Background: an optimization exercise with open tools, aiming at small area. Do not read the settings as production practice.
At most, simulation tests tie the RTL to the original design; equivalence was not proved.
The flow treats the clock pin as an ideal source, which a real chip does not have.
Power figures rest on the tool's default switching activity, not on a simulated workload.

Setup of JK:
==> flow/design.v <==
module adctest
(
	input         clk,
	input         reset,
	input         scandouble,
	input  [23:0] adc_value,
	input         range,
	output reg    ce_pix,
	output reg    HBlank,
	output reg    HSync,
	output reg    VBlank,
	output reg    VSync,
	output     [7:0] video_r,
	output     [7:0] video_g,
	output     [7:0] video_b
);
function [11:0] add12(input [11:0] a, input [11:0] b);
	integer i;
	reg c;
	begin
		c = 1'b0;
		for (i = 0; i < 12; i = i + 1) begin
			add12[i] = a[i] ^ b[i] ^ c;
			c = (a[i] & b[i]) | (a[i] & c) | (b[i] & c);
		end
	end
endfunction
function [9:0] inc10(input [9:0] a);
	integer i;
	reg c;
	begin
		c = 1'b1;
		for (i = 0; i < 10; i = i + 1) begin
			inc10[i] = a[i] ^ c;
			c = a[i] & c;
		end
	end
endfunction
function ge12(input [11:0] a, input [11:0] b);
	integer i;
	reg br;
	begin
		br = 1'b0;
		for (i = 0; i < 12; i = i + 1)
			br = (~a[i] & b[i]) | (~a[i] & br) | (b[i] & br);
		ge12 = ~br;
	end
endfunction
reg  [9:0] hc;
reg  [9:0] vc;
wire hc_end = (hc == 10'd637);
wire samp   = ce_pix & hc_end;				 
wire vc_end = (vc == (scandouble ? 10'd523 : 10'd261));
reg  [9:0] avg_l;
reg  [9:0] avg_r;
reg  [9:0] s0_l, s1_l, s0_r, s1_r;
reg  [1:0] s0lo_l, s0lo_r;
reg  [4:0] ph;
reg        pend;			 
reg        act;				 
reg        snp;				 
reg [19:0] ring_l, ring_r;
reg        cy_l, cy_r;
wire ph_last = (ph == 5'd19);
wire snap_now = act & snp & (ph == 5'd0);
wire restart = (vc == 10'd6) | (vc == 10'd268);		 
wire [11:0] smp_l = {s0_l, s0lo_l};
wire [11:0] smp_r = {s0_r, s0lo_r};
wire sb_l = (ph < 5'd12) & smp_l[ph[3:0]];
wire sb_r = (ph < 5'd12) & smp_r[ph[3:0]];
wire ra_l = ring_l[0] & ~(act & restart);
wire ra_r = ring_r[0] & ~(act & restart);
always @(posedge clk) begin
	if (reset) ce_pix <= 1'b0;
	else ce_pix <= scandouble | ~ce_pix;
	if (reset) begin
		hc <= 10'd0;
		vc <= 10'd0;
		s0_l <= 10'd0;
		s1_l <= 10'd0;
		s0_r <= 10'd0;
		s1_r <= 10'd0;
	end
	else if (ce_pix) begin
		if (hc_end) begin
			hc <= 10'd0;
			if (vc_end) vc <= 10'd0;
			else vc <= inc10(vc);
			s0_l <= adc_value[11:2];
			s1_l <= s0_l;
			s0_r <= adc_value[23:14];
			s1_r <= s0_r;
		end
		else hc <= inc10(hc);
	end
	if (samp) begin
		s0lo_l <= adc_value[1:0];
		s0lo_r <= adc_value[13:12];
	end
	if (reset) begin
		ph <= 5'd0;
		pend <= 1'b0;
		act <= 1'b0;
		snp <= 1'b0;
		cy_l <= 1'b0;
		cy_r <= 1'b0;
		avg_l <= 10'd0;
		avg_r <= 10'd0;
	end
	else begin
		ph <= ph_last ? 5'd0 : ph + 5'd1;
		if (samp) begin
			pend <= 1'b1;
			snp <= vc_end;
		end
		else begin
			if (ph_last) pend <= 1'b0;
			if (snap_now) snp <= 1'b0;
		end
		if (ph_last) act <= pend;
		cy_l <= act & ((ra_l & sb_l) | (ra_l & cy_l) | (sb_l & cy_l));
		cy_r <= act & ((ra_r & sb_r) | (ra_r & cy_r) | (sb_r & cy_r));
		if (snap_now) begin
			avg_l <= ring_l[19:10];
			avg_r <= ring_r[19:10];
		end
	end
	ring_l <= {act ? (ra_l ^ sb_l ^ cy_l) : ring_l[0], ring_l[19:1]};
	ring_r <= {act ? (ra_r ^ sb_r ^ cy_r) : ring_r[0], ring_r[19:1]};
end
reg le_set;
reg le_aud;
always @(posedge clk) begin
	if (reset) begin
		le_set <= 1'b0;
		le_aud <= 1'b0;
	end
	else if (hc == 10'd2) begin
		le_set <= 1'b1;
		le_aud <= range;
	end
end
wire [11:0] pb   = range ? ({2'b00, hc} + 12'd759) : ({hc, 2'b00} + 12'd391);
wire [11:0] xb_l = add12(pb, {2'b00, avg_l & {10{range}}});
wire [11:0] xb_r = add12(pb, {2'b00, avg_r & {10{range}}});
wire s_lt_l = ~ge12({2'b00, s0_l}, {2'b00, s1_l});
wire s_lt_r = ~ge12({2'b00, s0_r}, {2'b00, s1_r});
wire [9:0] mn_l = s_lt_l ? s0_l : s1_l;
wire [9:0] mx_l = s_lt_l ? s1_l : s0_l;
wire [9:0] mn_r = s_lt_r ? s0_r : s1_r;
wire [9:0] mx_r = s_lt_r ? s1_r : s0_r;
wire [9:0] mxo_l = mx_l | {8'd0, {2{~range}}};
wire [9:0] mxo_r = mx_r | {8'd0, {2{~range}}};
wire ge_l = ge12(xb_l, {2'b01, mn_l});
wire le_l = ge12({2'b01, mxo_l}, xb_l);
wire ge_r = ge12(xb_r, {2'b01, mn_r});
wire le_r = ge12({2'b01, mxo_r}, xb_r);
wire seg_ok   = range ? (hc >= 10'd106 && hc <= 10'd424) : (hc <= 10'd367);
wire seg_hi   = range ? (hc == 10'd424) : (hc == 10'd367);
wire seg_lo   = range & (hc == 10'd106);
wire draw_l = seg_ok & (seg_hi | ge_l) & (seg_lo | le_l);
wire draw_r = seg_ok & (seg_hi | ge_r) & (seg_lo | le_r);
wire mark_l = (pb[11:2] == {2'b01, avg_l[9:2]});
wire mark_r = (pb[11:2] == {2'b01, avg_r[9:2]});
wire [8:0] left_edge = le_set ? (le_aud ? 9'd106 : 9'd159) : 9'd0;
wire [8:0] limit     = le_set ? (le_aud ? 9'd318 : 9'd208) : 9'd0;
localparam [3:0] C_K  = 4'd0,		 
                 C_G3 = 4'd1,		 
                 C_G1 = 4'd2,		 
                 C_GR = 4'd3,		 
                 C_R7 = 4'd4,		 
                 C_W  = 4'd5,		 
                 C_RF = 4'd6,		 
                 C_RZ = 4'd7,		 
                 C_Y  = 4'd8;		 
reg [3:0] col;
reg [23:0] rgb;
always @* begin
	case (col)
		C_G3:    rgb = 24'h003F00;
		C_G1:    rgb = 24'h001F00;
		C_GR:    rgb = 24'h4F4F4F;
		C_R7:    rgb = 24'h7F0000;
		C_W:     rgb = 24'hBFBFBF;
		C_RF:    rgb = 24'hFF0000;
		C_RZ:    rgb = 24'h1F0000;
		C_Y:     rgb = 24'hFFFF00;
		default: rgb = 24'h000000;
	endcase
end
assign video_r = rgb[23:16];
assign video_g = rgb[15:8];
assign video_b = rgb[7:0];
always @(posedge clk) begin
	if (reset) begin
		HBlank <= 0;
		HSync <= 0;
		VBlank <= 0;
		VSync <= 0;
		col <= C_K;
	end
	else begin
	HBlank <= (hc >= 10'd529);
	HSync  <= (hc >= 10'd544) && (hc < 10'd590);
	if (hc == 544) begin
		if(vc == (scandouble ? 490 : 245)) VSync <= 1;
			else if (vc == (scandouble ? 496 : 248)) VSync <= 0;
		if(vc == (scandouble ? 480 : 240)) VBlank <= 1;
			else if (vc == 0) VBlank <= 0;
	end
	col <= C_K;
	if (range == 0) begin
		if ((hc == 222) || (hc == 285) || (hc == 348))
			col <= C_G3;
		if (vc[1] && ((hc == 190) || (hc == 253) || (hc == 316)))
			col <= C_G1;
		if (mark_l)
			col <= C_GR;
		if (mark_r)
			col <= C_R7;
	end
	else begin
		if (vc[1] && (hc == left_edge + (limit >> 1)))
			col <= C_G3;
		if ((hc >= 106 && hc <= 152) || (hc >= 378 && hc <= 424))
			col <= C_RZ;
	end
	if (draw_l)
		col <= C_W;
	if (draw_r)
		col <= C_RF;
	if ((hc == left_edge) || (hc == left_edge + limit))
		col <= C_Y;
	end
end
endmodule
==> flow/config.mk <==
export PLATFORM = sky130hd
export DESIGN_NAME = adctest
export DESIGN_NICKNAME = adctest
export VERILOG_FILES = /design/flow/design.v
export SDC_FILE = /design/flow/constraint.sdc
export NUM_CORES = 4
export LEC_CHECK = 0
export ABC_AREA = 1
export CAP_MARGIN = 20
export CORE_MARGIN = 2
export CORE_UTILIZATION = 45
export CTS_BUF_LIST = sky130_fd_sc_hd__clkbuf_4 sky130_fd_sc_hd__clkbuf_8
export PLACE_DENSITY = 0.6
export SLEW_MARGIN = 20
==> flow/constraint.sdc <==
create_clock -name core_clock -period 10.0 [get_ports {clk}]
set_input_delay 2.0000 -clock core_clock [delete_from_list [all_inputs] [get_ports {clk}]]
set_output_delay 2.0000 -clock core_clock [all_outputs]
set_load 0.01 [all_outputs]
run.sh (not shown) runs the stock make flow with config.mk's settings and CLKGATE_MAP_FILE= SYNTH_SCRIPT=/design/flow/synth_recipe.tcl, a recipe that flattens the netlist after the stock synthesis.
JK went all the way through synthesis, placement and routing and the layout is clean on timing, DRC and antenna.
#### Input delta (TR over JK)
- changing CTS_BUF_LIST from sky130_fd_sc_hd__clkbuf_4 sky130_fd_sc_hd__clkbuf_8 to sky130_fd_sc_hd__clkbuf_8
## What came out
- Re synthesized instance count: no difference whatsoever between TR and JK.
- Setup slack: JK vs TR identical
- Per the comparison of TR with JK, overall power after layout closely matched the old numbers; mean post-synth cell area held steady; number of buffers inserted for hold repair after clock tree synthesis was more or less identical.
No run of this note included a check of the RTL's function; only the layout flow was run.

========
## run 1
adctest, a different RTL version from the one above (not shown whole).
Size: ~150 flip-flops, ~57 I/O pins, about 0.0079 mm² of cells after synthesis.
==> flow/design.v (excerpt) <==
module adctest
(
	input         clk,
	input         reset,
	input         scandouble,
	input  [23:0] adc_value,
	input         range,
	output reg    ce_pix,
	output reg    HBlank,
	output reg    HSync,
	output reg    VBlank,
	output reg    VSync,
	output     [7:0] video_r,
	output     [7:0] video_g,
	output     [7:0] video_b
);
function [11:0] add12(input [11:0] a, input [11:0] b);
	integer i;
	reg c;
	begin
		c = 1'b0;
		for (i = 0; i < 12; i = i + 1) begin
			add12[i] = a[i] ^ b[i] ^ c;
			c = (a[i] & b[i]) | (a[i] & c) | (b[i] & c);
		end
	end
endfunction
function [9:0] inc10(input [9:0] a);
	integer i;
	reg c;
	begin
		c = 1'b1;
		for (i = 0; i < 10; i = i + 1) begin
			inc10[i] = a[i] ^ c;
			c = a[i] & c;
		end
	end
endfunction
function ge12(input [11:0] a, input [11:0] b);
	integer i;
	reg br;
	begin
		br = 1'b0;
		for (i = 0; i < 12; i = i + 1)
			br = (~a[i] & b[i]) | (~a[i] & br) | (b[i] & br);
		ge12 = ~br;
	end
endfunction
function ge10(input [9:0] a, input [9:0] b);
	begin
		ge10 = ge12({2'b00, a}, {2'b00, b});
	end
endfunction
reg  [9:0] hc;
reg  [9:0] vc;
wire hc_end = (hc == 10'd637);
wire samp   = ce_pix & hc_end;				 
wire vc_end = (vc == (scandouble ? 10'd523 : 10'd261));
reg  [9:0] avg_l;
reg  [9:0] avg_r;
reg  [9:0] s0_l, s1_l, s0_r, s1_r;
reg  [1:0] s0lo_l, s0lo_r;
reg  [4:0] ph;
reg        pend;			 
reg        act;				 
reg        snp;				 
reg [19:0] ring_l, ring_r;
reg        cy_l, cy_r;
wire ph_last = (ph == 5'd19);
wire [9:0] ph_inc = inc10({5'd0, ph});
wire snap_now = act & snp & (ph == 5'd0);
wire restart = (vc == 10'd6) | (vc == 10'd268);		 
wire [11:0] smp_l = {s0_l, s0lo_l};
wire [11:0] smp_r = {s0_r, s0lo_r};
wire sb_l = ~ge10({5'd0, ph}, 10'd12) & smp_l[ph[3:0]];
  ...
Settings: LEC_CHECK=0, ABC_AREA=1, CAP_MARGIN=20, CORE_MARGIN=2, CORE_UTILIZATION=70, CTS_BUF_LIST=sky130_fd_sc_hd__clkbuf_8, PLACE_DENSITY=0.8, SLEW_MARGIN=20; clock period 10.0 ns.
standard.sh (not shown) runs the stock make flow with config.mk's settings and CLKGATE_MAP_FILE= SYNTH_SCRIPT=/design/flow/synth_recipe.tcl, a recipe that flattens the netlist after the stock synthesis.
==> flow/flow/run.sh <==
#!/bin/bash
# Own layout flow: the standard ORFS flow (standard.sh), unchanged except for
#  - the port buffers, which are the smallest buffer (buf_1) instead of the resizer's pick;
#  - clock tree synthesis without dummy loads, from clkbuf_4, then clock buffers upsized
#    where their output slew is high (flow/post_cts.tcl).
# Every tool's full output goes to own_flow.log in the work folder.
set -euo pipefail
W=$PWD
cp config.mk own_config.mk
cat >> own_config.mk <<EOC
export BUFFER_PORTS_ARGS = -buffer_cell sky130_fd_sc_hd__buf_1
export CTS_ARGS = -sink_clustering_enable -repair_clock_nets -dont_use_dummy_load -buf_list sky130_fd_sc_hd__clkbuf_4
export POST_CTS_TCL = $W/flow/post_cts.tcl
EOC
sed "s#DESIGN_CONFIG=[^ ]*#DESIGN_CONFIG=$W/own_config.mk#" standard.sh > own_standard.sh
bash own_standard.sh finish > own_flow.log 2>&1
==> flow/flow/post_cts.tcl <==
# After clock tree synthesis (built from clkbuf_4): upsize the clock buffers whose output
# slew is too high at placement parasitics, root first, then legalize again.
proc own_clk_slew { inst } {
  set out [get_pins -of_objects $inst -filter "direction==output"]
  return [get_property $out slew_max]
}
proc own_fix_clock_buffers { } {
  set sizes { sky130_fd_sc_hd__clkbuf_4 sky130_fd_sc_hd__clkbuf_8 sky130_fd_sc_hd__clkbuf_16 }
  estimate_parasitics -placement
  set root [get_cells clkbuf_0_clk]
  while { [own_clk_slew $root] > 0.090 } {
    set i [lsearch $sizes [get_property $root ref_name]]
    if { $i < 0 || $i >= [llength $sizes] - 1 } { break }
    replace_cell $root [lindex $sizes [expr {$i + 1}]]
    estimate_parasitics -placement
  }
  puts "own_fix_clock_buffers: root [get_property $root ref_name] slew [own_clk_slew $root]"
  foreach inst [get_cells clkbuf_*_clk] {
    if { [get_property $inst full_name] eq "clkbuf_0_clk" } { continue }
    while { [own_clk_slew $inst] > 0.095 } {
      set i [lsearch $sizes [get_property $inst ref_name]]
      if { $i < 0 || $i >= [llength $sizes] - 1 } { break }
      replace_cell $inst [lindex $sizes [expr {$i + 1}]]
      estimate_parasitics -placement
    }
    puts "own_fix_clock_buffers: [get_property $inst full_name] [get_property $inst ref_name] slew [own_clk_slew $inst]"
  }
  detailed_placement
  check_placement -verbose
  estimate_parasitics -placement
}
own_fix_clock_buffers
Run 1 completed; timing, DRC and antenna clean
--- input diff run 1..run 2 ---
- PLACE_DENSITY now 0.6, was 0.8
- CORE_UTILIZATION now 45, was 70
==> flow/flow/run.sh <==
#!/bin/bash
# Own layout flow: the standard ORFS flow (standard.sh), unchanged except for
#  - the port buffers, which are the smallest buffer (buf_1) instead of the resizer's pick;
#  - clock tree synthesis without dummy loads, from clkbuf_4/clkbuf_8.
# Every tool's full output goes to own_flow.log in the work folder.
set -euo pipefail
W=$PWD
cp config.mk own_config.mk
cat >> own_config.mk <<'EOC'
export BUFFER_PORTS_ARGS = -buffer_cell sky130_fd_sc_hd__buf_1
export CTS_ARGS = -sink_clustering_enable -repair_clock_nets -dont_use_dummy_load -buf_list {sky130_fd_sc_hd__clkbuf_4 sky130_fd_sc_hd__clkbuf_8}
EOC
sed "s#DESIGN_CONFIG=[^ ]*#DESIGN_CONFIG=$W/own_config.mk#" standard.sh > own_standard.sh
bash own_standard.sh finish > own_flow.log 2>&1
removed: flow/flow/post_cts.tcl
Run 1 -> run 2: number of I/O pins delta 0, exact match. Run 2 ends up with a die extent in y that is 26 µm higher than in run 1. Compare run 1 and run 2 | fraction of power consumed by the clock network higher: run 2. Between run 1 and run 2, the difference in worst hold slack is negligible.
### run 2 -> run 3
- CORE_UTILIZATION now 70, was 45
- PLACE_DENSITY now 0.8, was 0.6
Results
- Going from run 2 to run 3, slew at the pin closest to its max-slew limit went down 0.039 ns, register-to-register setup slack went down by 0.02 ns.
- NOTE: instance area at placement in run 3 falls short of that of run 2
- The power of run 3 falls short of that of run 2 by 19 µW.
- Changes observed in run 3 relative to run 2: minimum clock period now larger, critical path buffer and inverter count shrank by 1, maximum clock skew at final layout decreased 0.0042 ns, worst setup slack went down 0.19 ns.
- Compared with run 2, in run 3 layout cell share with drive strength beyond 1 ~0 delta, final instance area fell 110 µm².

-- re-timing with driven ports --
Ports are ideal in the flow. The routed layouts listed here were re-timed in OpenROAD.
Step 1 sets driving cells, clkbuf_16 on the clock port and buf_2 on the other inputs (assumed; they add their load-dependent delay and slew).
Step 2 adds t to the input delays and takes it off the output delays; t is the mean of the earliest and latest rising clock arrival at the registers after step 1. Input paths then give back, and output paths get back, about the clock's delay inside the block.
Three values: ideal, step 1, step 2; two values: the first two.
run | shift t [ns] | setup WS [ns] | worst setup path at the end
JK | 0.486 | 2.559 / 2.579 / 2.092 | input to register
TR | 0.486 | 2.559 / 2.579 / 2.092 | input to register
run 1 | 0.399 | 2.897 / 2.917 / 2.518 | input to register
run 2 | 0.488 | 3.150 / 3.162 / 2.675 | input to register
run 3 | 0.475 | 2.961 / 2.976 / 2.501 | input to register
After both steps setup and hold are still met in every run listed. For run 2, which loses most, drivers alone change the setup slack by +0.012 ns; drivers and shift together by -0.475 ns.
